From an optimization exercise on the open Yosys and OpenROAD flow, aimed at small area, a short achievable clock period and few clock cycles per item; shortcuts taken in it are not production practice.

==> inputs of trial 13 <==
## requant_top
module requant_top (
    input  wire        clk,
    input  wire        rst,
    input  wire [31:0] in_A_tdata,
    input  wire        in_A_tlast,
    input  wire        in_A_tvalid,
    output wire        in_A_tready,
    input  wire [31:0] in_bias_tdata,
    input  wire        in_bias_tlast,
    input  wire        in_bias_tvalid,
    output wire        in_bias_tready,
    input  wire [31:0] in_m_tdata,
    input  wire        in_m_tlast,
    input  wire        in_m_tvalid,
    output wire        in_m_tready,
    input  wire [7:0]  in_e_tdata,
    input  wire        in_e_tlast,
    input  wire        in_e_tvalid,
    output wire        in_e_tready,
    output wire [7:0]  out_D_tdata,
    output wire        out_D_tlast,
    output wire        out_D_tvalid,
    input  wire        out_D_tready
);
==> flow/config.mk <==
export PLATFORM = sky130hd
export DESIGN_NAME = requant_top
export DESIGN_NICKNAME = requant_top
export VERILOG_FILES = /design/flow/design.v
export SDC_FILE = /design/flow/constraint.sdc
export NUM_CORES = 4
export LEC_CHECK = 0
export CAP_MARGIN = 20
export CORE_MARGIN = 2
export CORE_UTILIZATION = 65
export SETUP_SLACK_MARGIN = 5
export SLEW_MARGIN = 20
==> flow/constraint.sdc <==
create_clock -name core_clock -period 9.0 [get_ports {clk}]
set_input_delay 1.8000 -clock core_clock [delete_from_list [all_inputs] [get_ports {clk}]]
set_output_delay 1.8000 -clock core_clock [all_outputs]
set_load 0.01 [all_outputs]
standard.sh (not shown) runs the stock make flow with config.mk's settings and CLKGATE_MAP_FILE= SYNTH_SCRIPT=/design/flow/synth_recipe.tcl, a recipe that flattens the netlist after the stock synthesis.
==> flow/flow/run.sh <==
#!/bin/bash
set -euo pipefail
MARGIN=5.6
EXTRA="'BUFFER_PORTS_ARGS=-buffer_cell sky130_fd_sc_hd__buf_2'"
sed -e "s/SETUP_SLACK_MARGIN=[-0-9.]*/SETUP_SLACK_MARGIN=${MARGIN}/" \
    -e "s|\"\${@:-finish}\"|${EXTRA} \"\${@:-finish}\"|" standard.sh > standard_mod.sh
grep -q "SETUP_SLACK_MARGIN=${MARGIN}" standard_mod.sh
grep -q "BUFFER_PORTS_ARGS" standard_mod.sh
bash standard_mod.sh synth > flow_synth.log 2>&1
RES="$PWD/orfs/results/${FLOW_PLATFORM:-sky130hd}/requant_top/base"
cp "$RES/1_synth.odb" "$RES/1_synth_std.odb"
openroad -python -exit flow/fa_polarity.py "$RES/1_synth_std.odb" "$RES/1_synth.odb" > fa_polarity.log 2>&1
touch "$RES/1_synth.sdc"
bash standard_mod.sh > flow_make.log 2>&1
Other scripts of this flow, unchanged in this note and not shown: flow/flow/fa_polarity.py
==> trial 79 (differences from trial 13) <==
--- a/flow/design.v
+++ b/flow/design.v
@@ -3683,16 +3683,17 @@
 assign tc1054 = q2[182] & q2[183];
 assign ts1055 = q2[184] ^ q2[185];
 assign tc1056 = q2[184] & q2[185];
 wire [63:0] rs = {tc1056, tc1054, tc1052, tc1050, tc1048, tc1046, tc1044, tc1042, tc1040, tc1038, tc1036, tc1034, tc1032, tc1030, tc1028, tc1026, tc1024, tc1022, tc1020, tc1018, tc1016, tc1014, tc1012, tc1010, tc1008, tc1006, tc1004, tc1002, tc1000, tc998, tc996, tc994, tc992, tc990, tc988, tc986, tc984, tc982, tc980, tc978, tc976, tc974, tc972, tc970, tc968, tc966, tc964, ts963, q2[29], q2[27], q2[25], q2[23], q2[21], q2[19], q2[17], q2[15], q2[13], q2[11], q2[9], q2[7], q2[5], q2[3], q2[2], q2[0]};
 wire [63:0] rc = {1'b1, ts1055, ts1053, ts1051, ts1049, ts1047, ts1045, ts1043, ts1041, ts1039, ts1037, ts1035, ts1033, ts1031, ts1029, ts1027, ts1025, ts1023, ts1021, ts1019, ts1017, ts1015, ts1013, ts1011, ts1009, ts1007, ts1005, ts1003, ts1001, ts999, ts997, ts995, ts993, ts991, ts989, ts987, ts985, ts983, ts981, ts979, ts977, ts975, ts973, ts971, ts969, ts967, ts965, q2[94], q2[30], q2[28], q2[26], q2[24], q2[22], q2[20], q2[18], q2[16], q2[14], q2[12], q2[10], q2[8], q2[6], q2[4], 1'b0, q2[1]};
-reg  [31:0] lo3, hs3;
+reg  [39:0] lo3;
+reg  [23:0] hs3;
 reg         c3;
 reg  [6:0]  sh3;
 reg         nr3;
-wire [31:0] sk2_p = rs[31:0] ^ rc[31:0];
-wire [31:0] sk2_g = rs[31:0] & rc[31:0];
+wire [39:0] sk2_p = rs[39:0] ^ rc[39:0];
+wire [39:0] sk2_g = rs[39:0] & rc[39:0];
 wire sk2_G0_1 = sk2_g[1] | (sk2_p[1] & sk2_g[0]);
 wire sk2_P0_1 = sk2_p[1] & sk2_p[0];
 wire sk2_G0_3 = sk2_g[3] | (sk2_p[3] & sk2_g[2]);
 wire sk2_P0_3 = sk2_p[3] & sk2_p[2];
 wire sk2_G0_5 = sk2_g[5] | (sk2_p[5] & sk2_g[4]);
@@ -3721,10 +3722,18 @@
 wire sk2_P0_27 = sk2_p[27] & sk2_p[26];
 wire sk2_G0_29 = sk2_g[29] | (sk2_p[29] & sk2_g[28]);
 wire sk2_P0_29 = sk2_p[29] & sk2_p[28];
 wire sk2_G0_31 = sk2_g[31] | (sk2_p[31] & sk2_g[30]);
 wire sk2_P0_31 = sk2_p[31] & sk2_p[30];
+wire sk2_G0_33 = sk2_g[33] | (sk2_p[33] & sk2_g[32]);
+wire sk2_P0_33 = sk2_p[33] & sk2_p[32];
+wire sk2_G0_35 = sk2_g[35] | (sk2_p[35] & sk2_g[34]);
+wire sk2_P0_35 = sk2_p[35] & sk2_p[34];
+wire sk2_G0_37 = sk2_g[37] | (sk2_p[37] & sk2_g[36]);
+wire sk2_P0_37 = sk2_p[37] & sk2_p[36];
+wire sk2_G0_39 = sk2_g[39] | (sk2_p[39] & sk2_g[38]);
+wire sk2_P0_39 = sk2_p[39] & sk2_p[38];
 wire sk2_G1_2 = sk2_g[2] | (sk2_p[2] & sk2_G0_1);
 wire sk2_P1_2 = sk2_p[2] & sk2_P0_1;
 wire sk2_G1_3 = sk2_G0_3 | (sk2_P0_3 & sk2_G0_1);
 wire sk2_P1_3 = sk2_P0_3 & sk2_P0_1;
 wire sk2_G1_6 = sk2_g[6] | (sk2_p[6] & sk2_G0_5);
@@ -3753,10 +3762,18 @@
 wire sk2_P1_27 = sk2_P0_27 & sk2_P0_25;
 wire sk2_G1_30 = sk2_g[30] | (sk2_p[30] & sk2_G0_29);
 wire sk2_P1_30 = sk2_p[30] & sk2_P0_29;
 wire sk2_G1_31 = sk2_G0_31 | (sk2_P0_31 & sk2_G0_29);
 wire sk2_P1_31 = sk2_P0_31 & sk2_P0_29;
+wire sk2_G1_34 = sk2_g[34] | (sk2_p[34] & sk2_G0_33);
+wire sk2_P1_34 = sk2_p[34] & sk2_P0_33;
+wire sk2_G1_35 = sk2_G0_35 | (sk2_P0_35 & sk2_G0_33);
+wire sk2_P1_35 = sk2_P0_35 & sk2_P0_33;
+wire sk2_G1_38 = sk2_g[38] | (sk2_p[38] & sk2_G0_37);
+wire sk2_P1_38 = sk2_p[38] & sk2_P0_37;
+wire sk2_G1_39 = sk2_G0_39 | (sk2_P0_39 & sk2_G0_37);
+wire sk2_P1_39 = sk2_P0_39 & sk2_P0_37;
 wire sk2_G2_4 = sk2_g[4] | (sk2_p[4] & sk2_G1_3);
 wire sk2_P2_4 = sk2_p[4] & sk2_P1_3;
 wire sk2_G2_5 = sk2_G0_5 | (sk2_P0_5 & sk2_G1_3);
 wire sk2_P2_5 = sk2_P0_5 & sk2_P1_3;
 wire sk2_G2_6 = sk2_G1_6 | (sk2_P1_6 & sk2_G1_3);
@@ -3785,10 +3802,18 @@
 wire sk2_P2_29 = sk2_P0_29 & sk2_P1_27;
 wire sk2_G2_30 = sk2_G1_30 | (sk2_P1_30 & sk2_G1_27);
 wire sk2_P2_30 = sk2_P1_30 & sk2_P1_27;
 wire sk2_G2_31 = sk2_G1_31 | (sk2_P1_31 & sk2_G1_27);
 wire sk2_P2_31 = sk2_P1_31 & sk2_P1_27;
+wire sk2_G2_36 = sk2_g[36] | (sk2_p[36] & sk2_G1_35);
+wire sk2_P2_36 = sk2_p[36] & sk2_P1_35;
+wire sk2_G2_37 = sk2_G0_37 | (sk2_P0_37 & sk2_G1_35);
+wire sk2_P2_37 = sk2_P0_37 & sk2_P1_35;
+wire sk2_G2_38 = sk2_G1_38 | (sk2_P1_38 & sk2_G1_35);
+wire sk2_P2_38 = sk2_P1_38 & sk2_P1_35;
+wire sk2_G2_39 = sk2_G1_39 | (sk2_P1_39 & sk2_G1_35);
+wire sk2_P2_39 = sk2_P1_39 & sk2_P1_35;
 wire sk2_G3_8 = sk2_g[8] | (sk2_p[8] & sk2_G2_7);
 wire sk2_P3_8 = sk2_p[8] & sk2_P2_7;
 wire sk2_G3_9 = sk2_G0_9 | (sk2_P0_9 & sk2_G2_7);
 wire sk2_P3_9 = sk2_P0_9 & sk2_P2_7;
 wire sk2_G3_10 = sk2_G1_10 | (sk2_P1_10 & sk2_G2_7);
@@ -3849,11 +3874,27 @@
 wire sk2_P4_29 = sk2_P3_29 & sk2_P3_15;
 wire sk2_G4_30 = sk2_G3_30 | (sk2_P3_30 & sk2_G3_15);
 wire sk2_P4_30 = sk2_P3_30 & sk2_P3_15;
 wire sk2_G4_31 = sk2_G3_31 | (sk2_P3_31 & sk2_G3_15);
 wire sk2_P4_31 = sk2_P3_31 & sk2_P3_15;
-wire [32:0] losum;
+wire sk2_G5_32 = sk2_g[32] | (sk2_p[32] & sk2_G4_31);
+wire sk2_P5_32 = sk2_p[32] & sk2_P4_31;
+wire sk2_G5_33 = sk2_G0_33 | (sk2_P0_33 & sk2_G4_31);
+wire sk2_P5_33 = sk2_P0_33 & sk2_P4_31;
+wire sk2_G5_34 = sk2_G1_34 | (sk2_P1_34 & sk2_G4_31);
+wire sk2_P5_34 = sk2_P1_34 & sk2_P4_31;
+wire sk2_G5_35 = sk2_G1_35 | (sk2_P1_35 & sk2_G4_31);
+wire sk2_P5_35 = sk2_P1_35 & sk2_P4_31;
+wire sk2_G5_36 = sk2_G2_36 | (sk2_P2_36 & sk2_G4_31);
+wire sk2_P5_36 = sk2_P2_36 & sk2_P4_31;
+wire sk2_G5_37 = sk2_G2_37 | (sk2_P2_37 & sk2_G4_31);
+wire sk2_P5_37 = sk2_P2_37 & sk2_P4_31;
+wire sk2_G5_38 = sk2_G2_38 | (sk2_P2_38 & sk2_G4_31);
+wire sk2_P5_38 = sk2_P2_38 & sk2_P4_31;
+wire sk2_G5_39 = sk2_G2_39 | (sk2_P2_39 & sk2_G4_31);
+wire sk2_P5_39 = sk2_P2_39 & sk2_P4_31;
+wire [40:0] losum;
 assign losum[0] = sk2_p[0];
 assign losum[1] = sk2_p[1] ^ sk2_g[0];
 assign losum[2] = sk2_p[2] ^ sk2_G0_1;
 assign losum[3] = sk2_p[3] ^ sk2_G1_2;
 assign losum[4] = sk2_p[4] ^ sk2_G1_3;
@@ -3882,13 +3923,21 @@
 assign losum[27] = sk2_p[27] ^ sk2_G4_26;
 assign losum[28] = sk2_p[28] ^ sk2_G4_27;
 assign losum[29] = sk2_p[29] ^ sk2_G4_28;
 assign losum[30] = sk2_p[30] ^ sk2_G4_29;
 assign losum[31] = sk2_p[31] ^ sk2_G4_30;
-assign losum[32] = sk2_G4_31;
-wire [31:0] sk3_p = rs[63:32] ^ rc[63:32];
-wire [31:0] sk3_g = rs[63:32] & rc[63:32];
+assign losum[32] = sk2_p[32] ^ sk2_G4_31;
+assign losum[33] = sk2_p[33] ^ sk2_G5_32;
+assign losum[34] = sk2_p[34] ^ sk2_G5_33;
+assign losum[35] = sk2_p[35] ^ sk2_G5_34;
+assign losum[36] = sk2_p[36] ^ sk2_G5_35;
+assign losum[37] = sk2_p[37] ^ sk2_G5_36;
+assign losum[38] = sk2_p[38] ^ sk2_G5_37;
+assign losum[39] = sk2_p[39] ^ sk2_G5_38;
+assign losum[40] = sk2_G5_39;
+wire [23:0] sk3_p = rs[63:40] ^ rc[63:40];
+wire [23:0] sk3_g = rs[63:40] & rc[63:40];
 wire sk3_G0_1 = sk3_g[1] | (sk3_p[1] & sk3_g[0]);
 wire sk3_P0_1 = sk3_p[1] & sk3_p[0];
 wire sk3_G0_3 = sk3_g[3] | (sk3_p[3] & sk3_g[2]);
 wire sk3_P0_3 = sk3_p[3] & sk3_p[2];
 wire sk3_G0_5 = sk3_g[5] | (sk3_p[5] & sk3_g[4]);
@@ -3909,18 +3958,10 @@
 wire sk3_P0_19 = sk3_p[19] & sk3_p[18];
 wire sk3_G0_21 = sk3_g[21] | (sk3_p[21] & sk3_g[20]);
 wire sk3_P0_21 = sk3_p[21] & sk3_p[20];
 wire sk3_G0_23 = sk3_g[23] | (sk3_p[23] & sk3_g[22]);
 wire sk3_P0_23 = sk3_p[23] & sk3_p[22];
-wire sk3_G0_25 = sk3_g[25] | (sk3_p[25] & sk3_g[24]);
-wire sk3_P0_25 = sk3_p[25] & sk3_p[24];
-wire sk3_G0_27 = sk3_g[27] | (sk3_p[27] & sk3_g[26]);
-wire sk3_P0_27 = sk3_p[27] & sk3_p[26];
-wire sk3_G0_29 = sk3_g[29] | (sk3_p[29] & sk3_g[28]);
-wire sk3_P0_29 = sk3_p[29] & sk3_p[28];
-wire sk3_G0_31 = sk3_g[31] | (sk3_p[31] & sk3_g[30]);
-wire sk3_P0_31 = sk3_p[31] & sk3_p[30];
 wire sk3_G1_2 = sk3_g[2] | (sk3_p[2] & sk3_G0_1);
 wire sk3_P1_2 = sk3_p[2] & sk3_P0_1;
 wire sk3_G1_3 = sk3_G0_3 | (sk3_P0_3 & sk3_G0_1);
 wire sk3_P1_3 = sk3_P0_3 & sk3_P0_1;
 wire sk3_G1_6 = sk3_g[6] | (sk3_p[6] & sk3_G0_5);
@@ -3941,18 +3982,10 @@
 wire sk3_P1_19 = sk3_P0_19 & sk3_P0_17;
 wire sk3_G1_22 = sk3_g[22] | (sk3_p[22] & sk3_G0_21);
 wire sk3_P1_22 = sk3_p[22] & sk3_P0_21;
 wire sk3_G1_23 = sk3_G0_23 | (sk3_P0_23 & sk3_G0_21);
 wire sk3_P1_23 = sk3_P0_23 & sk3_P0_21;
-wire sk3_G1_26 = sk3_g[26] | (sk3_p[26] & sk3_G0_25);
-wire sk3_P1_26 = sk3_p[26] & sk3_P0_25;
-wire sk3_G1_27 = sk3_G0_27 | (sk3_P0_27 & sk3_G0_25);
-wire sk3_P1_27 = sk3_P0_27 & sk3_P0_25;
-wire sk3_G1_30 = sk3_g[30] | (sk3_p[30] & sk3_G0_29);
-wire sk3_P1_30 = sk3_p[30] & sk3_P0_29;
-wire sk3_G1_31 = sk3_G0_31 | (sk3_P0_31 & sk3_G0_29);
-wire sk3_P1_31 = sk3_P0_31 & sk3_P0_29;
 wire sk3_G2_4 = sk3_g[4] | (sk3_p[4] & sk3_G1_3);
 wire sk3_P2_4 = sk3_p[4] & sk3_P1_3;
 wire sk3_G2_5 = sk3_G0_5 | (sk3_P0_5 & sk3_G1_3);
 wire sk3_P2_5 = sk3_P0_5 & sk3_P1_3;
 wire sk3_G2_6 = sk3_G1_6 | (sk3_P1_6 & sk3_G1_3);
@@ -3973,18 +4006,10 @@
 wire sk3_P2_21 = sk3_P0_21 & sk3_P1_19;
 wire sk3_G2_22 = sk3_G1_22 | (sk3_P1_22 & sk3_G1_19);
 wire sk3_P2_22 = sk3_P1_22 & sk3_P1_19;
 wire sk3_G2_23 = sk3_G1_23 | (sk3_P1_23 & sk3_G1_19);
 wire sk3_P2_23 = sk3_P1_23 & sk3_P1_19;
-wire sk3_G2_28 = sk3_g[28] | (sk3_p[28] & sk3_G1_27);
-wire sk3_P2_28 = sk3_p[28] & sk3_P1_27;
-wire sk3_G2_29 = sk3_G0_29 | (sk3_P0_29 & sk3_G1_27);
-wire sk3_P2_29 = sk3_P0_29 & sk3_P1_27;
-wire sk3_G2_30 = sk3_G1_30 | (sk3_P1_30 & sk3_G1_27);
-wire sk3_P2_30 = sk3_P1_30 & sk3_P1_27;
-wire sk3_G2_31 = sk3_G1_31 | (sk3_P1_31 & sk3_G1_27);
-wire sk3_P2_31 = sk3_P1_31 & sk3_P1_27;
 wire sk3_G3_8 = sk3_g[8] | (sk3_p[8] & sk3_G2_7);
 wire sk3_P3_8 = sk3_p[8] & sk3_P2_7;
 wire sk3_G3_9 = sk3_G0_9 | (sk3_P0_9 & sk3_G2_7);
 wire sk3_P3_9 = sk3_P0_9 & sk3_P2_7;
 wire sk3_G3_10 = sk3_G1_10 | (sk3_P1_10 & sk3_G2_7);
@@ -3997,26 +4022,10 @@
 wire sk3_P3_13 = sk3_P2_13 & sk3_P2_7;
 wire sk3_G3_14 = sk3_G2_14 | (sk3_P2_14 & sk3_G2_7);
 wire sk3_P3_14 = sk3_P2_14 & sk3_P2_7;
 wire sk3_G3_15 = sk3_G2_15 | (sk3_P2_15 & sk3_G2_7);
 wire sk3_P3_15 = sk3_P2_15 & sk3_P2_7;
-wire sk3_G3_24 = sk3_g[24] | (sk3_p[24] & sk3_G2_23);
-wire sk3_P3_24 = sk3_p[24] & sk3_P2_23;
-wire sk3_G3_25 = sk3_G0_25 | (sk3_P0_25 & sk3_G2_23);
-wire sk3_P3_25 = sk3_P0_25 & sk3_P2_23;
-wire sk3_G3_26 = sk3_G1_26 | (sk3_P1_26 & sk3_G2_23);
-wire sk3_P3_26 = sk3_P1_26 & sk3_P2_23;
-wire sk3_G3_27 = sk3_G1_27 | (sk3_P1_27 & sk3_G2_23);
-wire sk3_P3_27 = sk3_P1_27 & sk3_P2_23;
-wire sk3_G3_28 = sk3_G2_28 | (sk3_P2_28 & sk3_G2_23);
-wire sk3_P3_28 = sk3_P2_28 & sk3_P2_23;
-wire sk3_G3_29 = sk3_G2_29 | (sk3_P2_29 & sk3_G2_23);
-wire sk3_P3_29 = sk3_P2_29 & sk3_P2_23;
-wire sk3_G3_30 = sk3_G2_30 | (sk3_P2_30 & sk3_G2_23);
-wire sk3_P3_30 = sk3_P2_30 & sk3_P2_23;
-wire sk3_G3_31 = sk3_G2_31 | (sk3_P2_31 & sk3_G2_23);
-wire sk3_P3_31 = sk3_P2_31 & sk3_P2_23;
 wire sk3_G4_16 = sk3_g[16] | (sk3_p[16] & sk3_G3_15);
 wire sk3_P4_16 = sk3_p[16] & sk3_P3_15;
 wire sk3_G4_17 = sk3_G0_17 | (sk3_P0_17 & sk3_G3_15);
 wire sk3_P4_17 = sk3_P0_17 & sk3_P3_15;
 wire sk3_G4_18 = sk3_G1_18 | (sk3_P1_18 & sk3_G3_15);
@@ -4029,27 +4038,11 @@
 wire sk3_P4_21 = sk3_P2_21 & sk3_P3_15;
 wire sk3_G4_22 = sk3_G2_22 | (sk3_P2_22 & sk3_G3_15);
 wire sk3_P4_22 = sk3_P2_22 & sk3_P3_15;
 wire sk3_G4_23 = sk3_G2_23 | (sk3_P2_23 & sk3_G3_15);
 wire sk3_P4_23 = sk3_P2_23 & sk3_P3_15;
-wire sk3_G4_24 = sk3_G3_24 | (sk3_P3_24 & sk3_G3_15);
-wire sk3_P4_24 = sk3_P3_24 & sk3_P3_15;
-wire sk3_G4_25 = sk3_G3_25 | (sk3_P3_25 & sk3_G3_15);
-wire sk3_P4_25 = sk3_P3_25 & sk3_P3_15;
-wire sk3_G4_26 = sk3_G3_26 | (sk3_P3_26 & sk3_G3_15);
-wire sk3_P4_26 = sk3_P3_26 & sk3_P3_15;
-wire sk3_G4_27 = sk3_G3_27 | (sk3_P3_27 & sk3_G3_15);
-wire sk3_P4_27 = sk3_P3_27 & sk3_P3_15;
-wire sk3_G4_28 = sk3_G3_28 | (sk3_P3_28 & sk3_G3_15);
-wire sk3_P4_28 = sk3_P3_28 & sk3_P3_15;
-wire sk3_G4_29 = sk3_G3_29 | (sk3_P3_29 & sk3_G3_15);
-wire sk3_P4_29 = sk3_P3_29 & sk3_P3_15;
-wire sk3_G4_30 = sk3_G3_30 | (sk3_P3_30 & sk3_G3_15);
-wire sk3_P4_30 = sk3_P3_30 & sk3_P3_15;
-wire sk3_G4_31 = sk3_G3_31 | (sk3_P3_31 & sk3_G3_15);
-wire sk3_P4_31 = sk3_P3_31 & sk3_P3_15;
-wire [32:0] hsum;
+wire [24:0] hsum;
 assign hsum[0] = sk3_p[0];
 assign hsum[1] = sk3_p[1] ^ sk3_g[0];
 assign hsum[2] = sk3_p[2] ^ sk3_G0_1;
 assign hsum[3] = sk3_p[3] ^ sk3_G1_2;
 assign hsum[4] = sk3_p[4] ^ sk3_G1_3;
@@ -4070,25 +4063,17 @@
 assign hsum[19] = sk3_p[19] ^ sk3_G4_18;
 assign hsum[20] = sk3_p[20] ^ sk3_G4_19;
 assign hsum[21] = sk3_p[21] ^ sk3_G4_20;
 assign hsum[22] = sk3_p[22] ^ sk3_G4_21;
 assign hsum[23] = sk3_p[23] ^ sk3_G4_22;
-assign hsum[24] = sk3_p[24] ^ sk3_G4_23;
-assign hsum[25] = sk3_p[25] ^ sk3_G4_24;
-assign hsum[26] = sk3_p[26] ^ sk3_G4_25;
-assign hsum[27] = sk3_p[27] ^ sk3_G4_26;
-assign hsum[28] = sk3_p[28] ^ sk3_G4_27;
-assign hsum[29] = sk3_p[29] ^ sk3_G4_28;
-assign hsum[30] = sk3_p[30] ^ sk3_G4_29;
-assign hsum[31] = sk3_p[31] ^ sk3_G4_30;
-assign hsum[32] = sk3_G4_31;
+assign hsum[24] = sk3_G4_23;
 always @(posedge clk) begin
     {c3, lo3} <= losum;
-    hs3 <= hsum[31:0];
+    hs3 <= hsum[23:0];
     sh3 <= sh2; nr3 <= nr2; l3 <= l2;
 end
-wire [31:0] hi4 = hs3 + {31'd0, c3};
+wire [23:0] hi4 = hs3 + {23'd0, c3};
 wire [63:0] mul = {hi4, lo3};
 wire        sgn = mul[63];
 wire [64:0] t6 = {mul, 1'b0};
 wire [63:0] t5;
 assign t5[0] = sh3[5] ? t6[32] : t6[0];
==> comparison <==
Register-to-register slack: trial 79 is lower than trial 13 (500 ps).
In trial 13 the worst hold slack is better than in trial 79, by 1.6 ps.
Against trial 79, the synthesized area of trial 13 is higher by 1.6%.
Against trial 79, the final cell count of trial 13 is higher by 1.5%.
In trial 79 the sequential share of layout area is higher than in trial 13, by 0.37 points.
Against trial 13, the worst setup slack of trial 79 is worse by 500 ps.
Of trial 79 and trial 13, trial 13 has the higher clock-buffer cell count (gap 3).
Function was not checked in any run of this note: the RTL went through the layout flow alone.

-- separate check: timing with driven ports --
Ports are ideal in the flow. The routed layouts listed here were re-timed in OpenROAD.
Step 1, drivers: a clkbuf_16 drives clk and a buf_2 each remaining input, both assumed.
Step 2 moves the port delays by t, midway between the first and last clock arrival at a register: inputs arrive t later, outputs are due t later. That takes back most of the time a late clock gives input paths.
a / b / c = ideal ports / drivers / drivers and shift; a / b = the first two.
run | shift t [ns] | setup slack, ns | hold WS [ns] | worst slew at a driven data input, ns
trial 13 | 0.716 | 5.386 / 5.386 / 5.271 | 0.325 / 0.325 / 0.325 | 0.05
trial 79 | 0.671 | 4.883 / 4.883 / 4.883 | 0.323 / 0.323 / 0.323 | 0.08
After both steps setup and hold are still met in every run listed. The setup slack of trial 13, which loses most, moves by 0.000 ns with the drivers and by -0.115 ns with both steps.
